This design comes from an exercise in tuning for small area and a short achievable clock period on the open sky130 flow, not from production work. Only simulation tests tie the RTL to the original design; equivalence was not proved.

File: flow/config.mk
export PLATFORM = sky130hd
export DESIGN_NAME = Matrix_Multiplication
export DESIGN_NICKNAME = Matrix_Multiplication
export VERILOG_FILES = /design/flow/design.v
export SDC_FILE = /design/flow/constraint.sdc
export NUM_CORES = 4
export LEC_CHECK = 0
export ABC_CLOCK_PERIOD_IN_PS = 3000
export CAP_MARGIN = 20
export CORE_MARGIN = 2
export CORE_UTILIZATION = 40
export SETUP_SLACK_MARGIN = 2.0
export SLEW_MARGIN = 20
export SYNTH_HIERARCHICAL = 1
export SYNTH_MINIMUM_KEEP_SIZE = 0
File: flow/constraint.sdc
create_clock -name core_clock -period 6.5 [get_ports {clk}]
set_input_delay 1.3000 -clock core_clock [delete_from_list [all_inputs] [get_ports {clk}]]
set_output_delay 1.3000 -clock core_clock [all_outputs]
set_load 0.01 [all_outputs]
File: flow/design.v
module Systolic_array (
    input clk, reset,
    input [7:0] in_a, in_b,
    output reg [16:0] out_c
);
  wire pp1;
  assign pp1 = in_a[0] & in_b[0];
  wire pp2;
  assign pp2 = in_a[0] & in_b[1];
  wire pp3;
  assign pp3 = in_a[0] & in_b[2];
  wire pp4;
  assign pp4 = in_a[0] & in_b[3];
  wire pp5;
  assign pp5 = in_a[0] & in_b[4];
  wire pp6;
  assign pp6 = in_a[0] & in_b[5];
  wire pp7;
  assign pp7 = in_a[0] & in_b[6];
  wire pp8;
  assign pp8 = in_a[0] & in_b[7];
  wire pp9;
  assign pp9 = in_a[1] & in_b[0];
  wire pp10;
  assign pp10 = in_a[1] & in_b[1];
  wire pp11;
  assign pp11 = in_a[1] & in_b[2];
  wire pp12;
  assign pp12 = in_a[1] & in_b[3];
  wire pp13;
  assign pp13 = in_a[1] & in_b[4];
  wire pp14;
  assign pp14 = in_a[1] & in_b[5];
  wire pp15;
  assign pp15 = in_a[1] & in_b[6];
  wire pp16;
  assign pp16 = in_a[1] & in_b[7];
  wire pp17;
  assign pp17 = in_a[2] & in_b[0];
  wire pp18;
  assign pp18 = in_a[2] & in_b[1];
  wire pp19;
  assign pp19 = in_a[2] & in_b[2];
  wire pp20;
  assign pp20 = in_a[2] & in_b[3];
  wire pp21;
  assign pp21 = in_a[2] & in_b[4];
  wire pp22;
  assign pp22 = in_a[2] & in_b[5];
  wire pp23;
  assign pp23 = in_a[2] & in_b[6];
  wire pp24;
  assign pp24 = in_a[2] & in_b[7];
  wire pp25;
  assign pp25 = in_a[3] & in_b[0];
  wire pp26;
  assign pp26 = in_a[3] & in_b[1];
  wire pp27;
  assign pp27 = in_a[3] & in_b[2];
  wire pp28;
  assign pp28 = in_a[3] & in_b[3];
  wire pp29;
  assign pp29 = in_a[3] & in_b[4];
  wire pp30;
  assign pp30 = in_a[3] & in_b[5];
  wire pp31;
  assign pp31 = in_a[3] & in_b[6];
  wire pp32;
  assign pp32 = in_a[3] & in_b[7];
  wire pp33;
  assign pp33 = in_a[4] & in_b[0];
  wire pp34;
  assign pp34 = in_a[4] & in_b[1];
  wire pp35;
  assign pp35 = in_a[4] & in_b[2];
  wire pp36;
  assign pp36 = in_a[4] & in_b[3];
  wire pp37;
  assign pp37 = in_a[4] & in_b[4];
  wire pp38;
  assign pp38 = in_a[4] & in_b[5];
  wire pp39;
  assign pp39 = in_a[4] & in_b[6];
  wire pp40;
  assign pp40 = in_a[4] & in_b[7];
  wire pp41;
  assign pp41 = in_a[5] & in_b[0];
  wire pp42;
  assign pp42 = in_a[5] & in_b[1];
  wire pp43;
  assign pp43 = in_a[5] & in_b[2];
  wire pp44;
  assign pp44 = in_a[5] & in_b[3];
  wire pp45;
  assign pp45 = in_a[5] & in_b[4];
  wire pp46;
  assign pp46 = in_a[5] & in_b[5];
  wire pp47;
  assign pp47 = in_a[5] & in_b[6];
  wire pp48;
  assign pp48 = in_a[5] & in_b[7];
  wire pp49;
  assign pp49 = in_a[6] & in_b[0];
  wire pp50;
  assign pp50 = in_a[6] & in_b[1];
  wire pp51;
  assign pp51 = in_a[6] & in_b[2];
  wire pp52;
  assign pp52 = in_a[6] & in_b[3];
  wire pp53;
  assign pp53 = in_a[6] & in_b[4];
  wire pp54;
  assign pp54 = in_a[6] & in_b[5];
  wire pp55;
  assign pp55 = in_a[6] & in_b[6];
  wire pp56;
  assign pp56 = in_a[6] & in_b[7];
  wire pp57;
  assign pp57 = in_a[7] & in_b[0];
  wire pp58;
  assign pp58 = in_a[7] & in_b[1];
  wire pp59;
  assign pp59 = in_a[7] & in_b[2];
  wire pp60;
  assign pp60 = in_a[7] & in_b[3];
  wire pp61;
  assign pp61 = in_a[7] & in_b[4];
  wire pp62;
  assign pp62 = in_a[7] & in_b[5];
  wire pp63;
  assign pp63 = in_a[7] & in_b[6];
  wire pp64;
  assign pp64 = in_a[7] & in_b[7];
  wire s65;
  wire k66;
  mm_ha u66 (.a(out_c[5]), .b(pp6), .s(s65), .co(k66));
  wire s67;
  wire k68;
  mm_fa u68 (.a(out_c[6]), .b(pp7), .c(pp14), .s(s67), .co(k68));
  wire s69;
  wire k70;
  mm_ha u70 (.a(pp21), .b(pp28), .s(s69), .co(k70));
  wire s71;
  wire k72;
  mm_fa u72 (.a(out_c[7]), .b(pp8), .c(pp15), .s(s71), .co(k72));
  wire s73;
  wire k74;
  mm_fa u74 (.a(pp22), .b(pp29), .c(pp36), .s(s73), .co(k74));
  wire s75;
  wire k76;
  mm_ha u76 (.a(pp43), .b(pp50), .s(s75), .co(k76));
  wire s77;
  wire k78;
  mm_fa u78 (.a(out_c[8]), .b(pp16), .c(pp23), .s(s77), .co(k78));
  wire s79;
  wire k80;
  mm_fa u80 (.a(pp30), .b(pp37), .c(pp44), .s(s79), .co(k80));
  wire s81;
  wire k82;
  mm_ha u82 (.a(pp51), .b(pp58), .s(s81), .co(k82));
  wire s83;
  wire k84;
  mm_fa u84 (.a(out_c[9]), .b(pp24), .c(pp31), .s(s83), .co(k84));
  wire s85;
  wire k86;
  mm_fa u86 (.a(pp38), .b(pp45), .c(pp52), .s(s85), .co(k86));
  wire s87;
  wire k88;
  mm_fa u88 (.a(out_c[10]), .b(pp32), .c(pp39), .s(s87), .co(k88));
  wire s89;
  wire k90;
  mm_ha u90 (.a(out_c[3]), .b(pp4), .s(s89), .co(k90));
  wire s91;
  wire k92;
  mm_fa u92 (.a(out_c[4]), .b(pp5), .c(pp12), .s(s91), .co(k92));
  wire s93;
  wire k94;
  mm_ha u94 (.a(pp19), .b(pp26), .s(s93), .co(k94));
  wire s95;
  wire k96;
  mm_fa u96 (.a(pp13), .b(pp20), .c(pp27), .s(s95), .co(k96));
  wire s97;
  wire k98;
  mm_fa u98 (.a(pp34), .b(pp41), .c(s65), .s(s97), .co(k98));
  wire s99;
  wire k100;
  mm_fa u100 (.a(pp35), .b(pp42), .c(pp49), .s(s99), .co(k100));
  wire s101;
  wire k102;
  mm_fa u102 (.a(k66), .b(s69), .c(s67), .s(s101), .co(k102));
  wire s103;
  wire k104;
  mm_fa u104 (.a(pp57), .b(k70), .c(s75), .s(s103), .co(k104));
  wire s105;
  wire k106;
  mm_fa u106 (.a(k68), .b(s71), .c(s73), .s(s105), .co(k106));
  wire s107;
  wire k108;
  mm_fa u108 (.a(k76), .b(s81), .c(k72), .s(s107), .co(k108));
  wire s109;
  wire k110;
  mm_fa u110 (.a(k74), .b(s77), .c(s79), .s(s109), .co(k110));
  wire s111;
  wire k112;
  mm_fa u112 (.a(pp59), .b(k82), .c(k78), .s(s111), .co(k112));
  wire s113;
  wire k114;
  mm_fa u114 (.a(k80), .b(s83), .c(s85), .s(s113), .co(k114));
  wire s115;
  wire k116;
  mm_fa u116 (.a(pp46), .b(pp53), .c(pp60), .s(s115), .co(k116));
  wire s117;
  wire k118;
  mm_fa u118 (.a(k84), .b(k86), .c(s87), .s(s117), .co(k118));
  wire s119;
  wire k120;
  mm_fa u120 (.a(out_c[11]), .b(pp40), .c(pp47), .s(s119), .co(k120));
  wire s121;
  wire k122;
  mm_fa u122 (.a(pp54), .b(pp61), .c(k88), .s(s121), .co(k122));
  wire s123;
  wire k124;
  mm_fa u124 (.a(out_c[12]), .b(pp48), .c(pp55), .s(s123), .co(k124));
  wire s125;
  wire k126;
  mm_ha u126 (.a(out_c[2]), .b(pp3), .s(s125), .co(k126));
  wire s127;
  wire k128;
  mm_fa u128 (.a(pp11), .b(pp18), .c(pp25), .s(s127), .co(k128));
  wire s129;
  wire k130;
  mm_fa u130 (.a(pp33), .b(k90), .c(s93), .s(s129), .co(k130));
  wire s131;
  wire k132;
  mm_fa u132 (.a(k94), .b(k92), .c(s95), .s(s131), .co(k132));
  wire s133;
  wire k134;
  mm_fa u134 (.a(k96), .b(s99), .c(k98), .s(s133), .co(k134));
  wire s135;
  wire k136;
  mm_fa u136 (.a(k100), .b(s103), .c(k102), .s(s135), .co(k136));
  wire s137;
  wire k138;
  mm_fa u138 (.a(k104), .b(s107), .c(k106), .s(s137), .co(k138));
  wire s139;
  wire k140;
  mm_fa u140 (.a(k108), .b(s111), .c(k110), .s(s139), .co(k140));
  wire s141;
  wire k142;
  mm_fa u142 (.a(s115), .b(k112), .c(k114), .s(s141), .co(k142));
  wire s143;
  wire k144;
  mm_fa u144 (.a(k116), .b(s119), .c(s121), .s(s143), .co(k144));
  wire s145;
  wire k146;
  mm_fa u146 (.a(pp62), .b(k120), .c(s123), .s(s145), .co(k146));
  wire s147;
  wire k148;
  mm_fa u148 (.a(out_c[13]), .b(pp56), .c(pp63), .s(s147), .co(k148));
  wire s149;
  wire k150;
  mm_ha u150 (.a(out_c[1]), .b(pp2), .s(s149), .co(k150));
  wire s151;
  wire k152;
  mm_fa u152 (.a(pp10), .b(pp17), .c(s125), .s(s151), .co(k152));
  wire s153;
  wire k154;
  mm_fa u154 (.a(k126), .b(s89), .c(s127), .s(s153), .co(k154));
  wire s155;
  wire k156;
  mm_fa u156 (.a(k128), .b(s91), .c(s129), .s(s155), .co(k156));
  wire s157;
  wire k158;
  mm_fa u158 (.a(k130), .b(s97), .c(s131), .s(s157), .co(k158));
  wire s159;
  wire k160;
  mm_fa u160 (.a(k132), .b(s101), .c(s133), .s(s159), .co(k160));
  wire s161;
  wire k162;
  mm_fa u162 (.a(s105), .b(k134), .c(s135), .s(s161), .co(k162));
  wire s163;
  wire k164;
  mm_fa u164 (.a(s109), .b(k136), .c(s137), .s(s163), .co(k164));
  wire s165;
  wire k166;
  mm_fa u166 (.a(s113), .b(k138), .c(s139), .s(s165), .co(k166));
  wire s167;
  wire k168;
  mm_fa u168 (.a(s117), .b(k140), .c(s141), .s(s167), .co(k168));
  wire s169;
  wire k170;
  mm_fa u170 (.a(k118), .b(k142), .c(s143), .s(s169), .co(k170));
  wire s171;
  wire k172;
  mm_fa u172 (.a(k122), .b(s145), .c(k144), .s(s171), .co(k172));
  wire s173;
  wire k174;
  mm_fa u174 (.a(k124), .b(s147), .c(k146), .s(s173), .co(k174));
  wire s175;
  wire k176;
  mm_fa u176 (.a(out_c[14]), .b(pp64), .c(k148), .s(s175), .co(k176));
  wire s177;
  wire k178;
  mm_ha u178 (.a(out_c[0]), .b(pp1), .s(s177), .co(k178));
  wire s179;
  wire k180;
  mm_fa u180 (.a(pp9), .b(k178), .c(s149), .s(s179), .co(k180));
  wire s181;
  wire k182;
  mm_fa u182 (.a(k150), .b(k180), .c(s151), .s(s181), .co(k182));
  wire [13:0] cx = {out_c[16], out_c[15], s175, s173, s171, s169, s167, s165, s163, s161, s159, s157, s155, s153};
  wire [13:0] cy = {1'b0, k176, k174, k172, k170, k168, k166, k164, k162, k160, k158, k156, k154, k152};
  wire s183;
  wire k184;
  mm_ha u184 (.a(s153), .b(k152), .s(s183), .co(k184));
  wire s185;
  wire k186;
  mm_ha u186 (.a(s155), .b(k154), .s(s185), .co(k186));
  wire s187;
  wire k188;
  mm_ha u188 (.a(s157), .b(k156), .s(s187), .co(k188));
  wire s189;
  wire k190;
  mm_ha u190 (.a(s159), .b(k158), .s(s189), .co(k190));
  wire s191;
  wire k192;
  mm_ha u192 (.a(s161), .b(k160), .s(s191), .co(k192));
  wire s193;
  wire k194;
  mm_ha u194 (.a(s163), .b(k162), .s(s193), .co(k194));
  wire s195;
  wire k196;
  mm_ha u196 (.a(s165), .b(k164), .s(s195), .co(k196));
  wire s197;
  wire k198;
  mm_ha u198 (.a(s167), .b(k166), .s(s197), .co(k198));
  wire s199;
  wire k200;
  mm_ha u200 (.a(s169), .b(k168), .s(s199), .co(k200));
  wire s201;
  wire k202;
  mm_ha u202 (.a(s171), .b(k170), .s(s201), .co(k202));
  wire s203;
  wire k204;
  mm_ha u204 (.a(s173), .b(k172), .s(s203), .co(k204));
  wire s205;
  wire k206;
  mm_ha u206 (.a(s175), .b(k174), .s(s205), .co(k206));
  wire s207;
  wire k208;
  mm_ha u208 (.a(out_c[15]), .b(k176), .s(s207), .co(k208));
  wire g209;
  assign g209 = k184 | (s183 & k182);
  wire g210;
  assign g210 = k186 | (s185 & g209);
  wire p211;
  assign p211 = s185 & s183;
  wire g212;
  assign g212 = k188 | (s187 & k186);
  wire p213;
  assign p213 = s187 & s185;
  wire g214;
  assign g214 = k190 | (s189 & k188);
  wire p215;
  assign p215 = s189 & s187;
  wire g216;
  assign g216 = k192 | (s191 & k190);
  wire p217;
  assign p217 = s191 & s189;
  wire g218;
  assign g218 = k194 | (s193 & k192);
  wire p219;
  assign p219 = s193 & s191;
  wire g220;
  assign g220 = k196 | (s195 & k194);
  wire p221;
  assign p221 = s195 & s193;
  wire g222;
  assign g222 = k198 | (s197 & k196);
  wire p223;
  assign p223 = s197 & s195;
  wire g224;
  assign g224 = k200 | (s199 & k198);
  wire p225;
  assign p225 = s199 & s197;
  wire g226;
  assign g226 = k202 | (s201 & k200);
  wire p227;
  assign p227 = s201 & s199;
  wire g228;
  assign g228 = k204 | (s203 & k202);
  wire p229;
  assign p229 = s203 & s201;
  wire g230;
  assign g230 = k206 | (s205 & k204);
  wire p231;
  assign p231 = s205 & s203;
  wire g232;
  assign g232 = k208 | (s207 & k206);
  wire p233;
  assign p233 = s207 & s205;
  wire g234;
  assign g234 = 1'b0 | (out_c[16] & k208);
  wire p235;
  assign p235 = out_c[16] & s207;
  wire g236;
  assign g236 = g212 | (p213 & g209);
  wire p237;
  assign p237 = p213 & s183;
  wire g238;
  assign g238 = g214 | (p215 & g210);
  wire p239;
  assign p239 = p215 & p211;
  wire g240;
  assign g240 = g216 | (p217 & g212);
  wire p241;
  assign p241 = p217 & p213;
  wire g242;
  assign g242 = g218 | (p219 & g214);
  wire p243;
  assign p243 = p219 & p215;
  wire g244;
  assign g244 = g220 | (p221 & g216);
  wire p245;
  assign p245 = p221 & p217;
  wire g246;
  assign g246 = g222 | (p223 & g218);
  wire p247;
  assign p247 = p223 & p219;
  wire g248;
  assign g248 = g224 | (p225 & g220);
  wire p249;
  assign p249 = p225 & p221;
  wire g250;
  assign g250 = g226 | (p227 & g222);
  wire p251;
  assign p251 = p227 & p223;
  wire g252;
  assign g252 = g228 | (p229 & g224);
  wire p253;
  assign p253 = p229 & p225;
  wire g254;
  assign g254 = g230 | (p231 & g226);
  wire p255;
  assign p255 = p231 & p227;
  wire g256;
  assign g256 = g232 | (p233 & g228);
  wire p257;
  assign p257 = p233 & p229;
  wire g258;
  assign g258 = g234 | (p235 & g230);
  wire p259;
  assign p259 = p235 & p231;
  wire g260;
  assign g260 = g240 | (p241 & g209);
  wire p261;
  assign p261 = p241 & s183;
  wire g262;
  assign g262 = g242 | (p243 & g210);
  wire p263;
  assign p263 = p243 & p211;
  wire g264;
  assign g264 = g244 | (p245 & g236);
  wire p265;
  assign p265 = p245 & p237;
  wire g266;
  assign g266 = g246 | (p247 & g238);
  wire p267;
  assign p267 = p247 & p239;
  wire g268;
  assign g268 = g248 | (p249 & g240);
  wire p269;
  assign p269 = p249 & p241;
  wire g270;
  assign g270 = g250 | (p251 & g242);
  wire p271;
  assign p271 = p251 & p243;
  wire g272;
  assign g272 = g252 | (p253 & g244);
  wire p273;
  assign p273 = p253 & p245;
  wire g274;
  assign g274 = g254 | (p255 & g246);
  wire p275;
  assign p275 = p255 & p247;
  wire g276;
  assign g276 = g256 | (p257 & g248);
  wire p277;
  assign p277 = p257 & p249;
  wire g278;
  assign g278 = g258 | (p259 & g250);
  wire p279;
  assign p279 = p259 & p251;
  wire g280;
  assign g280 = g268 | (p269 & g209);
  wire p281;
  assign p281 = p269 & s183;
  wire g282;
  assign g282 = g270 | (p271 & g210);
  wire p283;
  assign p283 = p271 & p211;
  wire g284;
  assign g284 = g272 | (p273 & g236);
  wire p285;
  assign p285 = p273 & p237;
  wire g286;
  assign g286 = g274 | (p275 & g238);
  wire p287;
  assign p287 = p275 & p239;
  wire g288;
  assign g288 = g276 | (p277 & g260);
  wire p289;
  assign p289 = p277 & p261;
  wire g290;
  assign g290 = g278 | (p279 & g262);
  wire p291;
  assign p291 = p279 & p263;
  wire [16:0] sum = {(out_c[16] ^ g288), (s207 ^ g286), (s205 ^ g284), (s203 ^ g282), (s201 ^ g280), (s199 ^ g266), (s197 ^ g264), (s195 ^ g262), (s193 ^ g260), (s191 ^ g238), (s189 ^ g236), (s187 ^ g210), (s185 ^ g209), (s183 ^ k182), s181, s179, s177};
  always @(posedge clk or posedge reset) begin
    if (reset)
      out_c <= 17'b0;
    else
      out_c <= sum;
  end
endmodule
module Systolic_array_int (
    input clk, reset,
    input [7:0] in_a, in_b,
    output reg [16:0] out_c
);
  wire pp1;
  assign pp1 = in_a[0] & in_b[0];
  wire pp2;
  assign pp2 = in_a[0] & in_b[1];
  wire pp3;
  assign pp3 = in_a[0] & in_b[2];
  wire pp4;
  assign pp4 = in_a[0] & in_b[3];
  wire pp5;
  assign pp5 = in_a[0] & in_b[4];
  wire pp6;
  assign pp6 = in_a[0] & in_b[5];
  wire pp7;
  assign pp7 = in_a[0] & in_b[6];
  wire pp8;
  assign pp8 = in_a[0] & in_b[7];
  wire pp9;
  assign pp9 = in_a[1] & in_b[0];
  wire pp10;
  assign pp10 = in_a[1] & in_b[1];
  wire pp11;
  assign pp11 = in_a[1] & in_b[2];
  wire pp12;
  assign pp12 = in_a[1] & in_b[3];
  wire pp13;
  assign pp13 = in_a[1] & in_b[4];
  wire pp14;
  assign pp14 = in_a[1] & in_b[5];
  wire pp15;
  assign pp15 = in_a[1] & in_b[6];
  wire pp16;
  assign pp16 = in_a[1] & in_b[7];
  wire pp17;
  assign pp17 = in_a[2] & in_b[0];
  wire pp18;
  assign pp18 = in_a[2] & in_b[1];
  wire pp19;
  assign pp19 = in_a[2] & in_b[2];
  wire pp20;
  assign pp20 = in_a[2] & in_b[3];
  wire pp21;
  assign pp21 = in_a[2] & in_b[4];
  wire pp22;
  assign pp22 = in_a[2] & in_b[5];
  wire pp23;
  assign pp23 = in_a[2] & in_b[6];
  wire pp24;
  assign pp24 = in_a[2] & in_b[7];
  wire pp25;
  assign pp25 = in_a[3] & in_b[0];
  wire pp26;
  assign pp26 = in_a[3] & in_b[1];
  wire pp27;
  assign pp27 = in_a[3] & in_b[2];
  wire pp28;
  assign pp28 = in_a[3] & in_b[3];
  wire pp29;
  assign pp29 = in_a[3] & in_b[4];
  wire pp30;
  assign pp30 = in_a[3] & in_b[5];
  wire pp31;
  assign pp31 = in_a[3] & in_b[6];
  wire pp32;
  assign pp32 = in_a[3] & in_b[7];
  wire pp33;
  assign pp33 = in_a[4] & in_b[0];
  wire pp34;
  assign pp34 = in_a[4] & in_b[1];
  wire pp35;
  assign pp35 = in_a[4] & in_b[2];
  wire pp36;
  assign pp36 = in_a[4] & in_b[3];
  wire pp37;
  assign pp37 = in_a[4] & in_b[4];
  wire pp38;
  assign pp38 = in_a[4] & in_b[5];
  wire pp39;
  assign pp39 = in_a[4] & in_b[6];
  wire pp40;
  assign pp40 = in_a[4] & in_b[7];
  wire pp41;
  assign pp41 = in_a[5] & in_b[0];
  wire pp42;
  assign pp42 = in_a[5] & in_b[1];
  wire pp43;
  assign pp43 = in_a[5] & in_b[2];
  wire pp44;
  assign pp44 = in_a[5] & in_b[3];
  wire pp45;
  assign pp45 = in_a[5] & in_b[4];
  wire pp46;
  assign pp46 = in_a[5] & in_b[5];
  wire pp47;
  assign pp47 = in_a[5] & in_b[6];
  wire pp48;
  assign pp48 = in_a[5] & in_b[7];
  wire pp49;
  assign pp49 = in_a[6] & in_b[0];
  wire pp50;
  assign pp50 = in_a[6] & in_b[1];
  wire pp51;
  assign pp51 = in_a[6] & in_b[2];
  wire pp52;
  assign pp52 = in_a[6] & in_b[3];
  wire pp53;
  assign pp53 = in_a[6] & in_b[4];
  wire pp54;
  assign pp54 = in_a[6] & in_b[5];
  wire pp55;
  assign pp55 = in_a[6] & in_b[6];
  wire pp56;
  assign pp56 = in_a[6] & in_b[7];
  wire pp57;
  assign pp57 = in_a[7] & in_b[0];
  wire pp58;
  assign pp58 = in_a[7] & in_b[1];
  wire pp59;
  assign pp59 = in_a[7] & in_b[2];
  wire pp60;
  assign pp60 = in_a[7] & in_b[3];
  wire pp61;
  assign pp61 = in_a[7] & in_b[4];
  wire pp62;
  assign pp62 = in_a[7] & in_b[5];
  wire pp63;
  assign pp63 = in_a[7] & in_b[6];
  wire pp64;
  assign pp64 = in_a[7] & in_b[7];
  wire s65;
  wire k66;
  mm_ha u66 (.a(out_c[5]), .b(pp6), .s(s65), .co(k66));
  wire s67;
  wire k68;
  mm_fa u68 (.a(out_c[6]), .b(pp7), .c(pp14), .s(s67), .co(k68));
  wire s69;
  wire k70;
  mm_ha u70 (.a(pp21), .b(pp28), .s(s69), .co(k70));
  wire s71;
  wire k72;
  mm_fa u72 (.a(out_c[7]), .b(pp8), .c(pp15), .s(s71), .co(k72));
  wire s73;
  wire k74;
  mm_fa u74 (.a(pp22), .b(pp29), .c(pp36), .s(s73), .co(k74));
  wire s75;
  wire k76;
  mm_ha u76 (.a(pp43), .b(pp50), .s(s75), .co(k76));
  wire s77;
  wire k78;
  mm_fa u78 (.a(out_c[8]), .b(pp16), .c(pp23), .s(s77), .co(k78));
  wire s79;
  wire k80;
  mm_fa u80 (.a(pp30), .b(pp37), .c(pp44), .s(s79), .co(k80));
  wire s81;
  wire k82;
  mm_ha u82 (.a(pp51), .b(pp58), .s(s81), .co(k82));
  wire s83;
  wire k84;
  mm_fa u84 (.a(out_c[9]), .b(pp24), .c(pp31), .s(s83), .co(k84));
  wire s85;
  wire k86;
  mm_fa u86 (.a(pp38), .b(pp45), .c(pp52), .s(s85), .co(k86));
  wire s87;
  wire k88;
  mm_fa u88 (.a(out_c[10]), .b(pp32), .c(pp39), .s(s87), .co(k88));
  wire s89;
  wire k90;
  mm_ha u90 (.a(out_c[3]), .b(pp4), .s(s89), .co(k90));
  wire s91;
  wire k92;
  mm_fa u92 (.a(out_c[4]), .b(pp5), .c(pp12), .s(s91), .co(k92));
  wire s93;
  wire k94;
  mm_ha u94 (.a(pp19), .b(pp26), .s(s93), .co(k94));
  wire s95;
  wire k96;
  mm_fa u96 (.a(pp13), .b(pp20), .c(pp27), .s(s95), .co(k96));
  wire s97;
  wire k98;
  mm_fa u98 (.a(pp34), .b(pp41), .c(s65), .s(s97), .co(k98));
  wire s99;
  wire k100;
  mm_fa u100 (.a(pp35), .b(pp42), .c(pp49), .s(s99), .co(k100));
  wire s101;
  wire k102;
  mm_fa u102 (.a(k66), .b(s69), .c(s67), .s(s101), .co(k102));
  wire s103;
  wire k104;
  mm_fa u104 (.a(pp57), .b(k70), .c(s75), .s(s103), .co(k104));
  wire s105;
  wire k106;
  mm_fa u106 (.a(k68), .b(s71), .c(s73), .s(s105), .co(k106));
  wire s107;
  wire k108;
  mm_fa u108 (.a(k76), .b(s81), .c(k72), .s(s107), .co(k108));
  wire s109;
  wire k110;
  mm_fa u110 (.a(k74), .b(s77), .c(s79), .s(s109), .co(k110));
  wire s111;
  wire k112;
  mm_fa u112 (.a(pp59), .b(k82), .c(k78), .s(s111), .co(k112));
  wire s113;
  wire k114;
  mm_fa u114 (.a(k80), .b(s83), .c(s85), .s(s113), .co(k114));
  wire s115;
  wire k116;
  mm_fa u116 (.a(pp46), .b(pp53), .c(pp60), .s(s115), .co(k116));
  wire s117;
  wire k118;
  mm_fa u118 (.a(k84), .b(k86), .c(s87), .s(s117), .co(k118));
  wire s119;
  wire k120;
  mm_fa u120 (.a(out_c[11]), .b(pp40), .c(pp47), .s(s119), .co(k120));
  wire s121;
  wire k122;
  mm_fa u122 (.a(pp54), .b(pp61), .c(k88), .s(s121), .co(k122));
  wire s123;
  wire k124;
  mm_fa u124 (.a(out_c[12]), .b(pp48), .c(pp55), .s(s123), .co(k124));
  wire s125;
  wire k126;
  mm_ha u126 (.a(out_c[2]), .b(pp3), .s(s125), .co(k126));
  wire s127;
  wire k128;
  mm_fa u128 (.a(pp11), .b(pp18), .c(pp25), .s(s127), .co(k128));
  wire s129;
  wire k130;
  mm_fa u130 (.a(pp33), .b(k90), .c(s93), .s(s129), .co(k130));
  wire s131;
  wire k132;
  mm_fa u132 (.a(k94), .b(k92), .c(s95), .s(s131), .co(k132));
  wire s133;
  wire k134;
  mm_fa u134 (.a(k96), .b(s99), .c(k98), .s(s133), .co(k134));
  wire s135;
  wire k136;
  mm_fa u136 (.a(k100), .b(s103), .c(k102), .s(s135), .co(k136));
  wire s137;
  wire k138;
  mm_fa u138 (.a(k104), .b(s107), .c(k106), .s(s137), .co(k138));
  wire s139;
  wire k140;
  mm_fa u140 (.a(k108), .b(s111), .c(k110), .s(s139), .co(k140));
  wire s141;
  wire k142;
  mm_fa u142 (.a(s115), .b(k112), .c(k114), .s(s141), .co(k142));
  wire s143;
  wire k144;
  mm_fa u144 (.a(k116), .b(s119), .c(s121), .s(s143), .co(k144));
  wire s145;
  wire k146;
  mm_fa u146 (.a(pp62), .b(k120), .c(s123), .s(s145), .co(k146));
  wire s147;
  wire k148;
  mm_fa u148 (.a(out_c[13]), .b(pp56), .c(pp63), .s(s147), .co(k148));
  wire s149;
  wire k150;
  mm_ha u150 (.a(out_c[1]), .b(pp2), .s(s149), .co(k150));
  wire s151;
  wire k152;
  mm_fa u152 (.a(pp10), .b(pp17), .c(s125), .s(s151), .co(k152));
  wire s153;
  wire k154;
  mm_fa u154 (.a(k126), .b(s89), .c(s127), .s(s153), .co(k154));
  wire s155;
  wire k156;
  mm_fa u156 (.a(k128), .b(s91), .c(s129), .s(s155), .co(k156));
  wire s157;
  wire k158;
  mm_fa u158 (.a(k130), .b(s97), .c(s131), .s(s157), .co(k158));
  wire s159;
  wire k160;
  mm_fa u160 (.a(k132), .b(s101), .c(s133), .s(s159), .co(k160));
  wire s161;
  wire k162;
  mm_fa u162 (.a(s105), .b(k134), .c(s135), .s(s161), .co(k162));
  wire s163;
  wire k164;
  mm_fa u164 (.a(s109), .b(k136), .c(s137), .s(s163), .co(k164));
  wire s165;
  wire k166;
  mm_fa u166 (.a(s113), .b(k138), .c(s139), .s(s165), .co(k166));
  wire s167;
  wire k168;
  mm_fa u168 (.a(s117), .b(k140), .c(s141), .s(s167), .co(k168));
  wire s169;
  wire k170;
  mm_fa u170 (.a(k118), .b(k142), .c(s143), .s(s169), .co(k170));
  wire s171;
  wire k172;
  mm_fa u172 (.a(k122), .b(s145), .c(k144), .s(s171), .co(k172));
  wire s173;
  wire k174;
  mm_fa u174 (.a(k124), .b(s147), .c(k146), .s(s173), .co(k174));
  wire s175;
  wire k176;
  mm_fa u176 (.a(out_c[14]), .b(pp64), .c(k148), .s(s175), .co(k176));
  wire s177;
  wire k178;
  mm_ha u178 (.a(out_c[0]), .b(pp1), .s(s177), .co(k178));
  wire s179;
  wire k180;
  mm_fa u180 (.a(pp9), .b(k178), .c(s149), .s(s179), .co(k180));
  wire s181;
  wire k182;
  mm_fa u182 (.a(k150), .b(k180), .c(s151), .s(s181), .co(k182));
  wire s183;
  wire k184;
  mm_fa u184 (.a(k152), .b(s153), .c(k182), .s(s183), .co(k184));
  wire s185;
  wire k186;
  mm_fa u186 (.a(k154), .b(s155), .c(k184), .s(s185), .co(k186));
  wire [11:0] cx = {out_c[16], out_c[15], s175, s173, s171, s169, s167, s165, s163, s161, s159, s157};
  wire [11:0] cy = {1'b0, k176, k174, k172, k170, k168, k166, k164, k162, k160, k158, k156};
  wire s187;
  wire k188;
  mm_ha u188 (.a(s157), .b(k156), .s(s187), .co(k188));
  wire s189;
  wire k190;
  mm_ha u190 (.a(s159), .b(k158), .s(s189), .co(k190));
  wire s191;
  wire k192;
  mm_ha u192 (.a(s161), .b(k160), .s(s191), .co(k192));
  wire s193;
  wire k194;
  mm_ha u194 (.a(s163), .b(k162), .s(s193), .co(k194));
  wire s195;
  wire k196;
  mm_ha u196 (.a(s165), .b(k164), .s(s195), .co(k196));
  wire s197;
  wire k198;
  mm_ha u198 (.a(s167), .b(k166), .s(s197), .co(k198));
  wire s199;
  wire k200;
  mm_ha u200 (.a(s169), .b(k168), .s(s199), .co(k200));
  wire s201;
  wire k202;
  mm_ha u202 (.a(s171), .b(k170), .s(s201), .co(k202));
  wire s203;
  wire k204;
  mm_ha u204 (.a(s173), .b(k172), .s(s203), .co(k204));
  wire s205;
  wire k206;
  mm_ha u206 (.a(s175), .b(k174), .s(s205), .co(k206));
  wire s207;
  wire k208;
  mm_ha u208 (.a(out_c[15]), .b(k176), .s(s207), .co(k208));
  wire g209;
  assign g209 = k188 | (s187 & k186);
  wire g210;
  assign g210 = k190 | (s189 & g209);
  wire p211;
  assign p211 = s189 & s187;
  wire g212;
  assign g212 = k194 | (s193 & k192);
  wire p213;
  assign p213 = s193 & s191;
  wire g214;
  assign g214 = k198 | (s197 & k196);
  wire p215;
  assign p215 = s197 & s195;
  wire g216;
  assign g216 = k202 | (s201 & k200);
  wire p217;
  assign p217 = s201 & s199;
  wire g218;
  assign g218 = k206 | (s205 & k204);
  wire p219;
  assign p219 = s205 & s203;
  wire g220;
  assign g220 = 1'b0 | (out_c[16] & k208);
  wire p221;
  assign p221 = out_c[16] & s207;
  wire g222;
  assign g222 = k192 | (s191 & g210);
  wire p223;
  assign p223 = s191 & p211;
  wire g224;
  assign g224 = g212 | (p213 & g210);
  wire p225;
  assign p225 = p213 & p211;
  wire g226;
  assign g226 = k200 | (s199 & g214);
  wire p227;
  assign p227 = s199 & p215;
  wire g228;
  assign g228 = g216 | (p217 & g214);
  wire p229;
  assign p229 = p217 & p215;
  wire g230;
  assign g230 = k208 | (s207 & g218);
  wire p231;
  assign p231 = s207 & p219;
  wire g232;
  assign g232 = g220 | (p221 & g218);
  wire p233;
  assign p233 = p221 & p219;
  wire g234;
  assign g234 = k196 | (s195 & g224);
  wire p235;
  assign p235 = s195 & p225;
  wire g236;
  assign g236 = g214 | (p215 & g224);
  wire p237;
  assign p237 = p215 & p225;
  wire g238;
  assign g238 = g226 | (p227 & g224);
  wire p239;
  assign p239 = p227 & p225;
  wire g240;
  assign g240 = g228 | (p229 & g224);
  wire p241;
  assign p241 = p229 & p225;
  wire g242;
  assign g242 = k204 | (s203 & g240);
  wire p243;
  assign p243 = s203 & p241;
  wire g244;
  assign g244 = g218 | (p219 & g240);
  wire p245;
  assign p245 = p219 & p241;
  wire g246;
  assign g246 = g230 | (p231 & g240);
  wire p247;
  assign p247 = p231 & p241;
  wire g248;
  assign g248 = g232 | (p233 & g240);
  wire p249;
  assign p249 = p233 & p241;
  wire [16:0] sum = {(out_c[16] ^ g246), (s207 ^ g244), (s205 ^ g242), (s203 ^ g240), (s201 ^ g238), (s199 ^ g236), (s197 ^ g234), (s195 ^ g224), (s193 ^ g222), (s191 ^ g210), (s189 ^ g209), (s187 ^ k186), s185, s183, s181, s179, s177};
  always @(posedge clk or posedge reset) begin
    if (reset)
      out_c <= 17'b0;
    else
      out_c <= sum;
  end
endmodule
module mm_fa (input a, b, c, output s, co);
  assign s = a ^ b ^ c;
  assign co = (a & b) | (c & (a ^ b));
endmodule
module mm_ha (input a, b, output s, co);
  assign s = a ^ b;
  assign co = a & b;
endmodule
module Matrix_Multiplication (
  input clk, reset,
  input [7:0] a1, a2, a3, a4, b1, b2, b3, b4,
  output [16:0] c1, c2, c3, c4, c5, c6, c7, c8, c9, c10, c11, c12, c13, c14, c15, c16
);
  reg [7:0] ad1_0, ad1_1, ad1_2, ad1_3, ad2_0, ad2_1, ad2_2, ad2_3, ad3_0, ad3_1, ad3_2, ad3_3;
  reg [7:0] bd1_0, bd1_1, bd1_2, bd1_3, bd2_0, bd2_1, bd2_2, bd2_3, bd3_0, bd3_1, bd3_2, bd3_3;
  wire [7:0] ad0_0 = a1, ad0_1 = a2, ad0_2 = a3, ad0_3 = a4;
  wire [7:0] bd0_0 = b1, bd0_1 = b2, bd0_2 = b3, bd0_3 = b4;
  always @(posedge clk or posedge reset) begin
    if (reset) begin
      ad1_0 <= 8'b00000000;
      ad1_1 <= 8'b00000000;
      ad1_2 <= 8'b00000000;
      ad1_3 <= 8'b00000000;
      ad2_0 <= 8'b00000000;
      ad2_1 <= 8'b00000000;
      ad2_2 <= 8'b00000000;
      ad2_3 <= 8'b00000000;
      ad3_0 <= 8'b00000000;
      ad3_1 <= 8'b00000000;
      ad3_2 <= 8'b00000000;
      ad3_3 <= 8'b00000000;
      bd1_0 <= 8'b00000000;
      bd1_1 <= 8'b00000000;
      bd1_2 <= 8'b00000000;
      bd1_3 <= 8'b00000000;
      bd2_0 <= 8'b00000000;
      bd2_1 <= 8'b00000000;
      bd2_2 <= 8'b00000000;
      bd2_3 <= 8'b00000000;
      bd3_0 <= 8'b00000000;
      bd3_1 <= 8'b00000000;
      bd3_2 <= 8'b00000000;
      bd3_3 <= 8'b00000000;
    end else begin
      ad1_0 <= ad0_0;
      ad1_1 <= ad0_1;
      ad1_2 <= ad0_2;
      ad1_3 <= ad0_3;
      ad2_0 <= ad1_0;
      ad2_1 <= ad1_1;
      ad2_2 <= ad1_2;
      ad2_3 <= ad1_3;
      ad3_0 <= ad2_0;
      ad3_1 <= ad2_1;
      ad3_2 <= ad2_2;
      ad3_3 <= ad2_3;
      bd1_0 <= bd0_0;
      bd1_1 <= bd0_1;
      bd1_2 <= bd0_2;
      bd1_3 <= bd0_3;
      bd2_0 <= bd1_0;
      bd2_1 <= bd1_1;
      bd2_2 <= bd1_2;
      bd2_3 <= bd1_3;
      bd3_0 <= bd2_0;
      bd3_1 <= bd2_1;
      bd3_2 <= bd2_2;
      bd3_3 <= bd2_3;
    end
  end
  Systolic_array B1 (.clk(clk), .reset(reset), .in_a(ad0_0), .in_b(bd0_0), .out_c(c1));
  Systolic_array B2 (.clk(clk), .reset(reset), .in_a(ad0_1), .in_b(bd1_0), .out_c(c2));
  Systolic_array B3 (.clk(clk), .reset(reset), .in_a(ad0_2), .in_b(bd2_0), .out_c(c3));
  Systolic_array B4 (.clk(clk), .reset(reset), .in_a(ad0_3), .in_b(bd3_0), .out_c(c4));
  Systolic_array B5 (.clk(clk), .reset(reset), .in_a(ad1_0), .in_b(bd0_1), .out_c(c5));
  Systolic_array_int B6 (.clk(clk), .reset(reset), .in_a(ad1_1), .in_b(bd1_1), .out_c(c6));
  Systolic_array_int B7 (.clk(clk), .reset(reset), .in_a(ad1_2), .in_b(bd2_1), .out_c(c7));
  Systolic_array_int B8 (.clk(clk), .reset(reset), .in_a(ad1_3), .in_b(bd3_1), .out_c(c8));
  Systolic_array B9 (.clk(clk), .reset(reset), .in_a(ad2_0), .in_b(bd0_2), .out_c(c9));
  Systolic_array_int B10 (.clk(clk), .reset(reset), .in_a(ad2_1), .in_b(bd1_2), .out_c(c10));
  Systolic_array_int B11 (.clk(clk), .reset(reset), .in_a(ad2_2), .in_b(bd2_2), .out_c(c11));
  Systolic_array_int B12 (.clk(clk), .reset(reset), .in_a(ad2_3), .in_b(bd3_2), .out_c(c12));
  Systolic_array B13 (.clk(clk), .reset(reset), .in_a(ad3_0), .in_b(bd0_3), .out_c(c13));
  Systolic_array_int B14 (.clk(clk), .reset(reset), .in_a(ad3_1), .in_b(bd1_3), .out_c(c14));
  Systolic_array_int B15 (.clk(clk), .reset(reset), .in_a(ad3_2), .in_b(bd2_3), .out_c(c15));
  Systolic_array_int B16 (.clk(clk), .reset(reset), .in_a(ad3_3), .in_b(bd3_3), .out_c(c16));
endmodule
File: flow/flow/run.sh
#!/bin/bash
set -uo pipefail
export BUFFER_PORTS_ARGS="-buffer_cell sky130_fd_sc_hd__buf_1"
bash standard.sh > flow_standard.log 2>&1
File: flow/standard.sh
#!/bin/bash
# synth_recipe.tcl (not shown) runs the flow's synth.tcl, then flattens the netlist and writes it again
# the make line also repeats each setting of config.mk as NAME=value (left out here)
make -C /OpenROAD-flow-scripts/flow DESIGN_CONFIG=/design/flow/config.mk WORK_HOME=/design/flow/orfs CLKGATE_MAP_FILE= SYNTH_SCRIPT=/design/flow/synth_recipe.tcl "${@:-finish}"
==> results.toml, run 1 <==
[clock_tree]
cts_max_path_buffers = 3
cts.sinks = 464
htreeDepth = 2
cts-root-buf = "clkbuf_16"
cts_inserted_buffers = 61
clk_latency_ps = 660
clk_pin_slew_ps = 60
tritoncts = "yes"

[floorplanning]
die_x_um = 336
fp-row-count = 121
boundaryPins = 338
core-area_um2 = 109000
initial_core_util = 0.404
die_area_um2 = 113000
dieHeight_um = 336

[drt]
dr_total_vias = 27489
wl_per_cell_um = 21.1
firstDrtPassIters = 5
drtIter0Drc = 1189
ant_nets = 0
wl_met3_um = 5690
drc = 0
top_layer = "met4"
routed_wl_um = 113000
viasPerCell = 5.14
wl_met1_um = 46800
wl_met2_um = 56700

[grt]
grt_pass1_wl_um = 183000
grt.overflow.total = 0
grt_usage = 0.210
grt_pass1_vias = 31518
grt_max_degree = 143
antenna_found_initial = 4

[worst_hold_path]
hold_depth = 0
hold_class = "flip-flop to flip-flop"

[worst_setup_path]
reg2reg_depth = 17
startpoint_type = "flip-flop"
arrival_ps = 4930
critical_path_required_ps = 7070
path_class = "flip-flop to flip-flop"
crit_fanout = 4
cp-end-kind = "flip-flop"

[sta]
rsz0062_at_grt = "true"
fin_tns_setup_ps = 0
worst_pin_slew_ps = 1080
report.final.slew_viol_count = 0
hold_slack_ps = 444
max_clock_freq_ghz = 0.229
min_period_ps = 4360
finClkSkew_ps = 14.1
fin_crit_sh = 0.671
relSlewSlack = 0.280
hold_viol = 0
setup_viol = 0

[cells_and_area]
register_area_um2 = 11700
instances_no_fill = 5348
area_delta_synth_final_pct = 13.1
nFillCells = 10089
diodes = 0
fin_nets = 5163
drive_above_1_share = 0.0923
multi_input_area_um2 = 32500
design_area_um2 = 49800

[synth]
synth_top_area_cell = "fa_1"
syn_area_um2 = 44000
syn-num-nets = 4729
netlist_top_cells_area = "fa_1, dfrtp_1, and2_1"
seq_area_frac_synth = 0.264
synth.avg_cell_area_um2 = 12.8
netlist.area_leader.share = 0.372
synthTopCellsByCount = "and2_1, fa_1, dfrtp_1, ha_1, nand2_1"
synthArstFlopShare = 1.00
synthFlopType = "dfrtp_1"
synthCells = 3452
synth.most_common_cell = "and2_1"
synth.distinct_cells = 35
ys_seq_elements = 464
ys_warn_count = 9
synth_enable_flop_cells = 0

[placement]
gp_congestion = 0.858
placedCellCount = 5185
port-buffer-count = 337
dp_hpwl_um = 89700
place_area_um2 = 47000

[flow_run]
drv_cap = 0

[outcome]
status = "no timing/DRC/antenna violations"
## modules after synthesis, one instance, submodules excluded
| module | area (um2) | copies in the design | cells |
|---|---|---|---|
| Matrix_Multiplication | 4810 | 1 | 193 |
| Systolic_array | 1270 | 7 | 148 |
| Systolic_array_int | 1090 | 9 | 119 |
| mm_fa | 20.0 | 818 | 1 |
| mm_ha | 12.5 | 334 | 1 |
## cell usage in the layout (no fill, tap or decap), types with 30 or more instances in the layout
cell type     n
a21oi_1      83
nand2_1     104
a21o_1       37
buf_1       290
clkbuf_16    63
clkbuf_2     47
and2_1     1020
buf_4        49
nand3_1      37
xor2_1       49
dfrtp_1     408
ha_1        382
xnor2_1      82
fa_1        793
o21ai_0      30
dfrtp_2      56
nor2_1       68
## flip-flops by register name, summed over array words and instances (netlist names), 17 cells and up
name	count
B8.out_c	17
B12.out_c	17
B11.out_c	17
B6.out_c	17
B14.out_c	17
B9.out_c	17
B1.out_c	17
B10.out_c	17
B15.out_c	17
B3.out_c	17
B2.out_c	17
B7.out_c	17
B5.out_c	17
B16.out_c	17
B4.out_c	17
B13.out_c	17
## critical path, stage by stage, from the launching register on
cell      delay, ps
dfrtp_2         460
buf_6           150
and2_4          130
fa_1            470
fa_1            560
fa_1            430
ha_1            290
ha_1            180
or2_2           280
ha_2            180
o211ai_1        170
nand2_1         140
a41o_1          270
nand2_1          70
nand2_1          60
ha_2            190
nor2_2          110
xnor2_1         130
## logic make-up after synthesis
kind of cell | share of synthesized area
AND/OR/NAND/NOR | 0.177
buffers and inverters | 0.00383
flip-flops | 0.264
adder cells (fa/ha/maj) | 0.483
XOR/XNOR | 0.0260
AO/OA/AOI/OAI | 0.0464
## final timing paths
path	to	start	slack, ps
worst min-delay path	bd3_3[1]	bd2_3[1]	440
max in group asynchronous	bd2_2[0]	reset	4320
min in group asynchronous	B1.out_c[11]	reset	1110
worst min register to register	bd3_3[1]	bd2_3[1]	440
worst max-delay path	B10.out_c[14]	bd1_2[2]	2140
worst max register to register	B10.out_c[14]	bd1_2[2]	2140
## through the flow
step / setup WS [ps] / util
2_1_floorplan: 2010 / -
3_3_place_gp: 1410 / 0.431
3_5_place_dp: 1370 / 0.431
4_1_cts: 1960 / 0.453
5_1_grt: 1920 / 0.457
6_report: 2140 / 0.457
## final cells by class
class | instances | share of cell area
Multi-Input combinational cell | 2950 | 0.652
Clock inverter | 21 | 0.00527
Sequential cell | 464 | 0.234
Inverter | 17 | 0.00136
Tap cell | 1414 | 0.0355
Timing Repair Buffer | 392 | 0.0352
Clock buffer | 90 | 0.0363
## repair_timing
item                       in CTS  in global routing
setup endpoints to repair      31                 62
hold buffers                    0                  0
cloned                          0                  0
gates resized for setup        35                125
buffers inserted               26                 26
pin swaps                      11                 45
## routing by layer
metal	track usage	up-vias
li1	-	12278
met5	0	-
met2	0.359	515
met4	0.0671	0
met3	0.0422	168
met1	0.269	14528
==> run 2: changes to the inputs <==
--- a/flow/config.mk
+++ b/flow/config.mk
@@ -7,3 +7,2 @@
 export LEC_CHECK = 0
-export ABC_CLOCK_PERIOD_IN_PS = 3000
 export CAP_MARGIN = 20
@@ -11,3 +10,3 @@
 export CORE_UTILIZATION = 40
-export SETUP_SLACK_MARGIN = 2.0
+export SETUP_SLACK_MARGIN = 2.4
 export SLEW_MARGIN = 20
==> run 2 against run 1 <==
Wire length rose by 4.1%. Via count rose by 1.9%. Critical path depth fell by 2. Fmax rose by 2.5%. Still clean on timing, DRC and antenna. Sequential share of layout area fell by 0.96 points. Non-clock buffer count rose by 44. Hold slack improved by 11 ps. Flip-flop and latch count did not move. Critical endpoint is now B7.out_c[16]. Register-to-register slack improved by 110 ps. Final area rose by 4.4%.
==> results.toml, run 2 <==
[synth]
netlist_top_cells_area = "fa_1, dfrtp_1, and2_1"
synthArstFlopShare = 1.00
syn-num-nets = 4729
synth_xor_area_frac = 0.0260
muxShareOfSynthArea = 0
ys_seq_elements = 464
synth_enable_flop_cells = 0
synth_top_area_cell = "fa_1"
synthCells = 3452
synthFlopType = "dfrtp_1"
syn_area_um2 = 44000
synth-compound-area-share = 0.0464
synth.distinct_cells = 35
synthTopCellsByCount = "and2_1, fa_1, dfrtp_1, ha_1, nand2_1"
synth_fa_ha_area_frac = 0.483
netlist.area_leader.share = 0.372
synth.most_common_cell = "and2_1"
synth_top_family_by_area = "adder cells"
synth-simple-area-share = 0.177
seq_area_frac_synth = 0.264
ys_warn_count = 9
synth.avg_cell_area_um2 = 12.8

[drt]
dr_total_vias = 28009
routed_wl_um = 118000
ant_nets = 0
firstDrtPassIters = 5
drtIter0Drc = 1202
drc = 0
viasPerCell = 5.19
wl_per_cell_um = 21.8

[cells_and_area]
layout_common_cells = "and2_1, fa_1, dfrtp_1"
area_delta_synth_final_pct = 18.1
fin_nets = 5206
instances_no_fill = 5395
final_common_cell = "and2_1"
drive_above_1_share = 0.180
nFillCells = 9784

[clock_tree]
cts-root-buf = "clkbuf_16"
cts.sinks = 464
htreeDepth = 2
cts_inserted_buffers = 60
tritoncts = "yes"
clk_pin_slew_ps = 60
clk_latency_ps = 700
cts_max_path_buffers = 3

[grt]
grt_max_degree = 122
grt_usage = 0.217
antenna_found_initial = 0
grt_pass1_vias = 32004
grt_pass1_wl_um = 188000
grt.overflow.total = 0

[sta]
fin_crit_sh = 0.654
report.final.slew_viol_count = 0
min_period_ps = 4250
hold_viol = 0
worst_pin_slew_ps = 828
max_clock_freq_ghz = 0.235
fin_tns_setup_ps = 0
relSlewSlack = 0.447
finClkSkew_ps = 49.4
setup_viol = 0
rsz0062_at_grt = "true"

[worst_setup_path]
arrival_ps = 4850
critical_path_required_ps = 7100
cp-end-kind = "flip-flop"
path_class = "flip-flop to flip-flop"
startpoint_type = "flip-flop"
crit_fanout = 6

[floorplanning]
dieHeight_um = 336
boundaryPins = 338
die_area_um2 = 113000
core-area_um2 = 109000
fp-row-count = 121
die_x_um = 336
initial_core_util = 0.404

[worst_hold_path]
hold_class = "flip-flop to flip-flop"

[placement]
port-buffer-count = 337
dp_hpwl_um = 91400
placedCellCount = 5186
gp_congestion = 0.869

[flow_run]
drv_cap = 0

[outcome]
status = "no timing/DRC/antenna violations"
[run 2: cell counts after synthesis]
Identical to the previous run, type by type.
[run 2: worst paths after layout]
| path | from | endpoint | slack (ps) | depth (start not counted) |
|---|---|---|---|---|
| max in group asynchronous | reset | bd1_2[4] | 4620 | 4 |
| min in group asynchronous | reset | B16.out_c[13] | 1180 | 3 |
| hold reg to reg | bd2_3[2] | bd3_3[2] | 450 | 0 |
| hold / removal | bd2_3[2] | bd3_3[2] | 450 | 0 |
| setup / recovery | ad1_2[1] | B7.out_c[16] | 2250 | 15 |
| setup reg to reg | ad1_2[1] | B7.out_c[16] | 2250 | 15 |
[run 2: area by class of cell]
class	instances	area, um2	share of cell area
timing repair buffer	436	2200	0.0423
inverter	17	67.6	0.00130
clock inverter	37	404	0.00777
sequential	464	11700	0.225
antenna	2	5.00	0.0000962
clock buffer	75	1640	0.0315
tap	1414	1770	0.0340
multi-input combinational	2950	34300	0.658
[run 2: cells by family (layout without fill, tap and decap cells)]
family	after synthesis	in the layout
other	0	2
XOR/XNOR	131	131
adder cells (fa/ha/maj)	1211	1211
AND/OR/NAND/NOR	1322	1322
flip-flops	464	464
AO/OA/AOI/OAI	286	286
buffers and inverters	38	565
[run 2: per-stage QoR]
step / setup WS, ps / hold slack [ps] / area, um2 / util
5_1_grt: 2130 / 478 / 52000 / 0.477
3_5_place_dp: 1490 / 463 / 47700 / 0.438
3_3_place_gp: 1480 / 459 / 47700 / 0.438
4_1_cts: 2260 / 460 / 50900 / 0.467
2_1_floorplan: 2140 / 431 / 44800 / -
6_report: 2250 / 454 / 52000 / 0.477
[run 2: Yosys stat by module (local to each module, per instance)]
module	flip-flops and latches	cells	area [um2]	copies in the design
mm_fa	0	1	20.0	818
Matrix_Multiplication	192	193	4810	1
Systolic_array_int	17	119	1090	9
Systolic_array	17	148	1270	7
mm_ha	0	1	12.5	334
[run 2: what timing repair did]
item / 4_1_cts / 5_1_grt
pin swaps: 131 / 140
buffers inserted: 66 / 28
cloned: 0 / 0
endpoints found under the setup margin: 102 / 108
hold buffers: 0 / 0
gates resized for setup: 221 / 213
[run 2: worst max-delay path, cell delays in order, from the launching register on]
cell      delay [ps]
dfrtp_2          470
buf_6            150
and2_4           130
fa_1             480
fa_1             530
fa_2             390
fa_2             390
ha_4             170
or2_4            230
ha_4             160
o211ai_1         170
nand2_1          100
a41o_1           250
buf_6            150
a221oi_4         250
xnor2_1          140
[run 2: metal layers]
metal  share of wire  vias to the layer above  track usage
li1                -                    12346            -
met3           0.050                      170       0.0383
met4           0.030                        0       0.0626
met5               0                        -            0
met2            0.50                      566        0.369
met1            0.42                    14927        0.285
==> run 3: changes to the inputs <==
--- a/flow/config.mk
+++ b/flow/config.mk
@@ -9,4 +9,4 @@
 export CORE_MARGIN = 2
-export CORE_UTILIZATION = 40
-export SETUP_SLACK_MARGIN = 2.4
+export CORE_UTILIZATION = 60
+export SETUP_SLACK_MARGIN = 2.0
 export SLEW_MARGIN = 20
==> run 3 against run 2 <==
Flip-flop and latch count unchanged. Via count up 0.31%. Global-route usage up 9.3 points. Synthesized area unchanged. Wire length down 5.9%. Core utilization up 20 points. Clock skew down 26 ps. Die area down 33%. Critical path type unchanged. Largest cell class unchanged.
==> results.toml, run 3 <==
[synth]
synthTopCellsByCount = "and2_1, fa_1, dfrtp_1, ha_1, nand2_1"
seq_area_frac_synth = 0.264
synthFlopType = "dfrtp_1"
synth_top_area_cell = "fa_1"
synth.avg_cell_area_um2 = 12.8
netlist_top_cells_area = "fa_1, dfrtp_1, and2_1"
ys_seq_elements = 464
synth_enable_flop_cells = 0
ys_warn_count = 9
syn-num-nets = 4729
netlist.area_leader.share = 0.372
synthArstFlopShare = 1.00
syn_area_um2 = 44000
synthCells = 3452
synth.most_common_cell = "and2_1"
synth.distinct_cells = 35

[cells_and_area]
instances_no_fill = 4901
layout_common_cells = "and2_1, fa_1, dfrtp_1"
final_common_cell = "and2_1"
area_delta_synth_final_pct = 11.9
fin_nets = 5175
drive_above_1_share = 0.0970
nFillCells = 5413

[floorplanning]
dieHeight_um = 275
die_x_um = 275
die_area_um2 = 75600
boundaryPins = 338
fp-row-count = 99
core-area_um2 = 72800
initial_core_util = 0.605

[worst_setup_path]
path_buf_inv = 0
crit_start = "ad3_2[0]"
worstReg2RegStart = "ad3_2[0]"
arrival_ps = 4960
crit_fanout = 7
startpoint_type = "flip-flop"
cp-end-kind = "flip-flop"
cpPeakStageDelay_ps = 470
critical_path_required_ps = 7040
crit_slowest_cell = "fa_1"
path_delay_family = "adder cells"
crit_path_frequent_cell = "ha_1"
crit_chain = "and2_1 -> ha_1 -> fa_1 -> fa_2 -> fa_2 -> fa_1 -> ha_1 -> or2_2 -> ha_1 -> o211ai_1 -> nand2_1 -> a41o_1 -> nand2_1 -> nand2_1 -> ha_1 -> nor2_2 -> xnor2_1"
path_class = "flip-flop to flip-flop"

[grt]
grt_pass1_vias = 32428
antenna_found_initial = 2
grt.overflow.total = 0
grt_usage = 0.310
grt_pass1_wl_um = 180000
grt_max_degree = 193

[clock_tree]
cts_max_path_buffers = 3
cts_inserted_buffers = 58
htreeDepth = 2
clk_pin_slew_ps = 60
cts.sinks = 464
postCtsHoldBufs = 0
clk_latency_ps = 630
tritoncts = "yes"
cts-root-buf = "clkbuf_16"

[drt]
drtIter0Drc = 1543
wl_per_cell_um = 22.6
firstDrtPassIters = 5
routed_wl_um = 111000
dr_total_vias = 28097
ant_nets = 0
viasPerCell = 5.73
drc = 0

[sta]
worst_pin_slew_ps = 768
min_period_ps = 4420
rsz0062_at_grt = "false"
hold_slack_ps = 434
hold_viol = 0
fin_tns_setup_ps = 0
report.final.slew_viol_count = 0
worst_slack_ps = 2080
fin_crit_sh = 0.679
max_clock_freq_ghz = 0.226
relSlewSlack = 0.488
setup_viol = 0
finClkSkew_ps = 23.0

[outcome]
status = "no timing/DRC/antenna violations"

[placement]
port-buffer-count = 337
gp_congestion = 0.929
dp_worst_setup_slack_ps = 1350
placedCellCount = 4729
dp_hpwl_um = 87600

[flow_run]
drv_cap = 0

[worst_hold_path]
hold_class = "flip-flop to flip-flop"
min-delay-start = "ad2_3[0]"
[run 3: cell counts after synthesis]
Identical to the previous run, type by type.
[run 3: cell type report]
cell class              instances  area (um2)  area share
multi-input cells            2950       32500       0.659
flip-flops and latches        464       11700       0.237
repair buffers                407        1890      0.0384
clock buffers                  76        1640      0.0333
well taps                     959        1200      0.0243
clock inverters                26         337     0.00683
inverters                      17        67.6     0.00137
diodes                          2        5.00    0.000102
[run 3: timing repair]
item	CTS	global route
resized for setup	36	134
setup buffers	37	30
endpoints found under the setup margin	29	73
pin swaps	15	46
[run 3: cell families (layout without fill, tap and decap cells)]
kind of cell / after synthesis / in the layout / synth area share
xor gates and xnor gates: 131 / 131 / 0.0260
buffers and inverters: 38 / 526 / 0.00383
DFF: 464 / 464 / 0.264
other: 0 / 2 / 0
adders and majority gates: 1211 / 1211 / 0.483
and+or+nand+nor: 1322 / 1322 / 0.177
AOI/OAI and AO/OA: 286 / 286 / 0.0464
[run 3: stage by stage]
stage / instance area (um2) / utilization
final: 49300 / 0.677
after CTS: 48800 / 0.669
after global placement: 46400 / 0.638
after detailed placement: 46400 / 0.638
after global routing: 49300 / 0.677
after floorplan: 44100 / -
[run 3: final timing paths]
| kind | endpoint | slack, ps | cells past startpoint |
|---|---|---|---|
| worst max-delay path | B15.out_c[14] | 2080 | 17 |
| worst min-delay path | ad3_3[0] | 430 | 0 |
| worst max register to register | B15.out_c[14] | 2080 | 17 |
| worst min register to register | ad3_3[0] | 430 | 0 |
| max in group asynchronous | bd1_1[4] | 4250 | 5 |
| min in group asynchronous | B5.out_c[5] | 1130 | 3 |
[run 3: Yosys stat by module (local to each module, per instance)]
module / flops+latches / copies in the design / cells inside
Systolic_array: 17 / 7 / 148
mm_ha: 0 / 334 / 1
Systolic_array_int: 17 / 9 / 119
mm_fa: 0 / 818 / 1
Matrix_Multiplication: 192 / 1 / 193
[run 3: routing by layer]
metal | vias up | track usage | share of wire
li1 | 12251 | - | -
met4 | 0 | 0.107 | 0.040
met5 | - | 0 | 0
met2 | 685 | 0.541 | 0.52
met1 | 14970 | 0.394 | 0.39
met3 | 191 | 0.0523 | 0.052
==> run 4: changes to the inputs <==
--- a/flow/config.mk
+++ b/flow/config.mk
@@ -9,3 +9,4 @@
 export CORE_MARGIN = 2
-export CORE_UTILIZATION = 60
+export CORE_UTILIZATION = 40
+export PLACE_DENSITY = 0.75
 export SETUP_SLACK_MARGIN = 2.0
==> run 4 against run 3 <==
Still clean. Via count fell by 0.24%. Wire length up 0.64%. Hold slack improved by 35 ps. Sequential share of layout area decreased by 0.25 points. Register-to-register slack improved by 60 ps. Global-route usage down 11 points. Critical path type is now input pin to flip-flop. Critical endpoint is now B3.out_c[14].
==> results.toml, run 4 <==
[outcome]
status = "no timing/DRC/antenna violations"

[clock_tree]
clk_latency_ps = 680
cts-root-buf = "clkbuf_16"
cts_max_path_buffers = 3
clk_pin_slew_ps = 60
cts.sinks = 464
cts_inserted_buffers = 61
tritoncts = "yes"
htreeDepth = 2

[drt]
firstDrtPassIters = 6
drtIter0Drc = 1439
viasPerCell = 5.24
dr_total_vias = 28030
drc = 0
ant_nets = 0
wl_per_cell_um = 20.8
routed_wl_um = 111000

[synth]
synth_enable_flop_cells = 0
synthTopCellsByCount = "and2_1, fa_1, dfrtp_1, ha_1, nand2_1"
netlist.area_leader.share = 0.372
seq_area_frac_synth = 0.264
ys_seq_elements = 464
ys_warn_count = 9
synth.most_common_cell = "and2_1"
synthCells = 3452
synthArstFlopShare = 1.00
synth_top_area_cell = "fa_1"
synth.distinct_cells = 35
syn_area_um2 = 44000
synth.avg_cell_area_um2 = 12.8
synthFlopType = "dfrtp_1"
syn-num-nets = 4729
netlist_top_cells_area = "fa_1, dfrtp_1, and2_1"

[sta]
report.final.slew_viol_count = 0
setup_viol = 0
rsz0062_at_grt = "true"
hold_viol = 0
fin_crit_sh = 0.681
hold_slack_ps = 469
min_period_ps = 4430
fin_tns_setup_ps = 0
max_clock_freq_ghz = 0.226
relSlewSlack = 0.389
worst_pin_slew_ps = 917
finClkSkew_ps = 43.5

[cells_and_area]
final_common_cell = "and2_1"
area_delta_synth_final_pct = 13.0
diodes = 0
layout_common_cells = "and2_1, fa_1, dfrtp_1"
drive_above_1_share = 0.0859
final_util = 0.457
fin_nets = 5159
design_area_um2 = 49800

[placement]
dp_hpwl_um = 88000
gp_congestion = 0.918
place_area_um2 = 47000
port-buffer-count = 337

[worst_hold_path]
hold_class = "flip-flop to flip-flop"

[grt]
grt_pass1_wl_um = 180000
grt.overflow.total = 0
grt_usage = 0.204
busiest_layer = "met2"
antenna_found_initial = 5
use_met3 = 0.0588
use_met2 = 0.344
grt_pass1_vias = 31869
grt_use_met1 = 0.256
grt_max_degree = 116

[worst_setup_path]
crit_fanout = 9
cp-end-kind = "flip-flop"
path_class = "input pin to flip-flop"
arrival_ps = 4980
startpoint_type = "input pin"
rrSetupSlack_ps = 2140
critical_path_required_ps = 7050

[floorplanning]
die_x_um = 336
die_area_um2 = 113000
fp-row-count = 121
boundaryPins = 338
core-area_um2 = 109000
dieHeight_um = 336
initial_core_util = 0.404

[flow_run]
drv_cap = 0
[run 4: cell count changes in the layout (fill, tap and decap cells not counted), sizes merged]
cell and delta:
clkinvlp +5, buf -7, bufinv +1, clkinv +4, inv +2, clkbuf -12
diode -2
[run 4: layout make-up]
class	instances	area, um2
multi-input combinational	2950	32400
inverter	17	67.6
timing repair buffer	388	1720
tap	1414	1770
clock buffer	76	1680
sequential	464	11700
clock inverter	38	484
fill	9767	59200
[run 4: repair_timing]
action / in CTS / in global routing
endpoints found under the setup margin: 24 / 64
setup buffers: 20 / 28
cloned: 0 / 0
hold buffers: 0 / 0
pin swaps: 9 / 33
resized for setup: 24 / 98
[run 4: path summary, 6_finish.rpt]
kind                       cells after the start      endpoint          from
setup / recovery                              12  B3.out_c[14]         a3[2]
hold / removal                                 1  B8.out_c[16]  B8.out_c[16]
setup reg to reg                              17  B7.out_c[14]      ad1_2[0]
hold reg to reg                                1  B8.out_c[16]  B8.out_c[16]
max in group asynchronous                      4      bd1_3[2]         reset
min in group asynchronous                      3      ad3_2[0]         reset
[run 4: cell families after synthesis]
family	Yosys count	share of synthesized area
simple gates	1322	0.177
fa+ha+maj	1211	0.483
flops	464	0.264
compound gates	286	0.0464
xor+xnor	131	0.0260
buf+inv	38	0.00383
[run 4: critical path, stage by stage]
cell and delay [ps]:
buf_1 330, and2_1 200, fa_1 430, fa_1 420
fa_1 510, fa_1 430, ha_1 390, a21oi_1 250
o21ai_0 200, a31oi_1 230, o31ai_1 110, xor2_1 150
[run 4: metrics by stage]
| stage | worst slack [ps] | instances |
|---|---|---|
| final | 2070 | 5347 |
| after CTS | 1980 | 5319 |
| after global placement | 1410 | 5185 |
| after floorplan | 2010 | 3452 |
| after global routing | 1960 | 5347 |
| after detailed placement | 1350 | 5185 |
[run 4: metal layers]
layer  share of wire  wire length, um
met5         0.00035               39
met4           0.027             2970
met3           0.079             8810
met2            0.50            55200
met1            0.40            44400
[run 4: per-module statistics from Yosys, one instance, submodules excluded]
module,area [um2],cells
Matrix_Multiplication,4810,193
mm_ha,12.5,1
mm_fa,20.0,1
Systolic_array_int,1090,119
Systolic_array,1270,148

what the ideal ports hide:
The results above use ideal ports. As a check the final layouts listed here were re-extracted and re-timed, cells and wires unchanged.
Step 1 assumes that a clkbuf_16 drives the clock port and a buf_2 every other input.
Step 2 adds t to the input delays and takes it off the output delays; t is the mean of the earliest and latest rising clock arrival at the registers after step 1. Input paths then give back, and output paths get back, about the clock's delay inside the block.
Slacks: no drivers / after step 1 / after step 2; pairs: no drivers / after step 1.
run | t (ns) | setup WS [ns] | worst hold slack (ns) | worst setup path at the end | worst register clock-pin slew, ns
run 1 | 0.726 | 2.141 / 2.141 / 1.506 | 0.444 / 0.444 / 0.444 | input to register | 0.06 / 0.06
run 2 | 0.744 | 2.247 / 2.247 / 1.745 | 0.454 / 0.454 / 0.454 | input to register | 0.07 / 0.07
run 3 | 0.694 | 2.085 / 2.085 / 1.505 | 0.434 / 0.434 / 0.434 | input to register | 0.07 / 0.07
run 4 | 0.718 | 2.072 / 2.110 / 1.392 | 0.469 / 0.469 / 0.469 | input to register | 0.06 / 0.06
After both steps setup and hold are still met in every run listed. The setup slack of run 4, which loses most, moves by +0.038 ns with the drivers and by -0.680 ns with both steps.
